This design comes from an exercise in tuning for small area on the open sky130 flow, not from production work.
Function was checked by simulation only, so behaviour that the tests miss may differ from the original.
Power figures rest on the tool's default switching activity, not on a simulated workload.

Setup of the previous run:
// dadnme_engine
module dadnme_engine (
    input  logic        Clk,
    input  logic        Reset,         
    input  logic        vs,            
    input  logic [7:0]  keycode, keycode_2,
    input  logic [9:0]  DrawX, DrawY,  
    output logic        is_ball,
    output logic [15:0] me_addr,
    output logic [7:0]  me_state,
    output logic        is_enemy,
    output logic [15:0] en_addr,
    output logic [1:0]  en_move,
    output logic        en_beida,
    output logic        is_en_blood_bar,
    output logic        is_enemy3,
    output logic [15:0] en_addr3,
    output logic        is_blood_bar,
    output logic [15:0] bb_addr,
    output logic        bb_white,
    output logic [19:0] bg_addr,
    output logic        show_success,
    output logic [17:0] success_addr,
    output logic        level
);
For scale: roughly 170 flip-flops, ~160 I/O pins, about 0.017 mm^2 of cells after synthesis.
==> flow/config.mk <==
export PLATFORM = sky130hd
export DESIGN_NAME = dadnme_engine
export DESIGN_NICKNAME = dadnme_engine
export VERILOG_FILES = /design/flow/design.v
export SDC_FILE = /design/flow/constraint.sdc
export NUM_CORES = 4
export LEC_CHECK = 0
export CAP_MARGIN = 20
export CORE_MARGIN = 2
export CORE_UTILIZATION = 50
export PLACE_DENSITY = 0.9
export SLEW_MARGIN = 20
==> flow/constraint.sdc <==
create_clock -name core_clock -period 25.0 [get_ports {Clk}]
set_input_delay 5.0000 -clock core_clock [delete_from_list [all_inputs] [get_ports {Clk}]]
set_output_delay 5.0000 -clock core_clock [all_outputs]
set_load 0.01 [all_outputs]
standard.sh (not shown) runs the stock make flow with config.mk's settings and CLKGATE_MAP_FILE= SYNTH_SCRIPT=/design/flow/synth_recipe.tcl, a recipe that flattens the netlist after the stock synthesis.
==> flow/flow/run.sh <==
#!/bin/bash
# The standard layout (standard.sh) with these changes, none of which
# touches the registers or their names:
# - Yosys's synth runs with -noabc, so the gate-level adders reach ORFS's
#   full-adder extraction as written (the final ABC mapping still runs);
# - the final ABC mapping uses a copy of ORFS's scripts whose speed script
#   is turned towards area: &dc2 in place of &syn2, &nf with delay
#   relaxed (-R 1000 -p), four more rounds, and no closing buffer/upsize
#   (the clock period is 25 ns; the placer's repair still buffers and
#   sizes what it needs);
# - the port buffers use the smallest buffer cell, buf_1;
# - clock tree synthesis adds no dummy loads.
# Each tool's output is in standard_flow.log (and ORFS's own logs).
set -euo pipefail
here=$(pwd)
rm -rf "$here/scripts_mod"
cp -r "$FLOW_HOME/scripts" "$here/scripts_mod"
python3 - "$here/scripts_mod/abc_speed.script" <<'PY'
import sys
p = sys.argv[1]
out = []
for l in open(p).read().split('\n'):
    t = l.strip()
    if t in ('buffer -c', 'upsize -c'):
        continue
    if t == '&nf':
        l = '&nf -R 1000 -p'
    elif t == '&syn2':
        l = '&dc2'
    elif t == '&put':
        out += ['&st', '&dc2', '&if -g -K 6', '&synch2', '&nf -R 1000 -p'] * 4
    out.append(l)
open(p, 'w').write('\n'.join(out))
PY
bash standard.sh "SCRIPTS_DIR=$here/scripts_mod" "SYNTH_ARGS=-noabc" \
    "BUFFER_PORTS_ARGS=-buffer_cell sky130_fd_sc_hd__buf_1" \
    "CTS_ARGS=-sink_clustering_enable -repair_clock_nets -dont_use_dummy_load -buf_list sky130_fd_sc_hd__clkbuf_8 -root_buf sky130_fd_sc_hd__clkbuf_16" \
    finish > standard_flow.log 2>&1
> inputs changed (the previous run -> the current run)
- CORE_UTILIZATION changed from 50 to 70
- PLACE_DENSITY removed (was 0.9)
==> flow/flow/run.sh <==
#!/bin/bash
# The standard layout (standard.sh) with these changes, none of which
# touches the registers or their names:
# - Yosys's synth runs with -noabc, so the gate-level adders reach ORFS's
#   full-adder extraction as written (the final ABC mapping still runs);
# - the final ABC mapping uses a copy of ORFS's scripts in which the
#   speed script's &nf mapping relaxes delay (-R 1000, -p) and the
#   closing buffer/upsize steps are dropped: the clock period is 25 ns and
#   the placer's repair still buffers and sizes what it needs;
# - the port buffers use the smallest buffer cell, buf_1.
set -euo pipefail
here=$(pwd)
rm -rf "$here/scripts_mod"
cp -r "$FLOW_HOME/scripts" "$here/scripts_mod"
python3 - "$here/scripts_mod/abc_speed.script" <<'PY'
import sys
p = sys.argv[1]
lines = open(p).read().split('\n')
out = []
for l in lines:
    t = l.strip()
    if t in ('buffer -c', 'upsize -c'):
        continue
    out.append('&nf -R 1000 -p' if t == '&nf' else l)
open(p, 'w').write('\n'.join(out))
PY
bash standard.sh "SCRIPTS_DIR=$here/scripts_mod" "SYNTH_ARGS=-noabc" \
    "BUFFER_PORTS_ARGS=-buffer_cell sky130_fd_sc_hd__buf_1" finish > standard_flow.log 2>&1
==> results.txt <==
Between the previous run and the current run, the flow reports synthesized instance count increasing by a few percent.
Compared with the previous run, the current run is hungrier on power.
In terms of fmax, the current run and the previous run differ only marginally.
The current run: layout-stage area growth over the synthesis result is 1.3 points higher than what the previous run reported.
Post-detailed-routing wire length: the current run better than the previous run
Compared with the previous run, the current run shows a fraction of final layout cells with drive strength greater than 1 that is 0.89 points higher.
The current run vs. the previous run: leakage power of the design up 0.00019 uW, proportion of power drawn by combinational gates shows a reduction of 7.8 points.

-- afterwards: timing with drivers on the ports --
In the flow no input, the clock included, has a driving cell. The finished layouts below were timed again as built, in two steps.
Step 1 sets driving cells, clkbuf_16 on the clock port and buf_2 on the other inputs (assumed; they add their load-dependent delay and slew).
Step 2 adds t to the input delays and takes it off the output delays; t is the mean of the earliest and latest rising clock arrival at the registers after step 1. Input paths then give back, and output paths get back, about the clock's delay inside the block.
a / b / c = ideal ports / drivers / drivers and shift; a / b = the first two.
| run | t, ns | setup slack, ns | worst hold slack (ns) | worst setup path at the end | worst data-port slew with drivers (ns) |
|---|---|---|---|---|---|
| the previous run | 0.450 | 3.007 / 2.982 / 2.982 | 0.479 / 0.479 / 0.479 | input to output | 0.05 |
| the current run | 0.485 | 3.053 / 3.031 / 3.031 | 0.462 / 0.462 / 0.462 | input to output | 0.04 |
After both steps every run listed still meets setup and hold. The setup slack of the previous run, which loses most, moves by -0.025 ns with the drivers and by -0.025 ns with both steps.
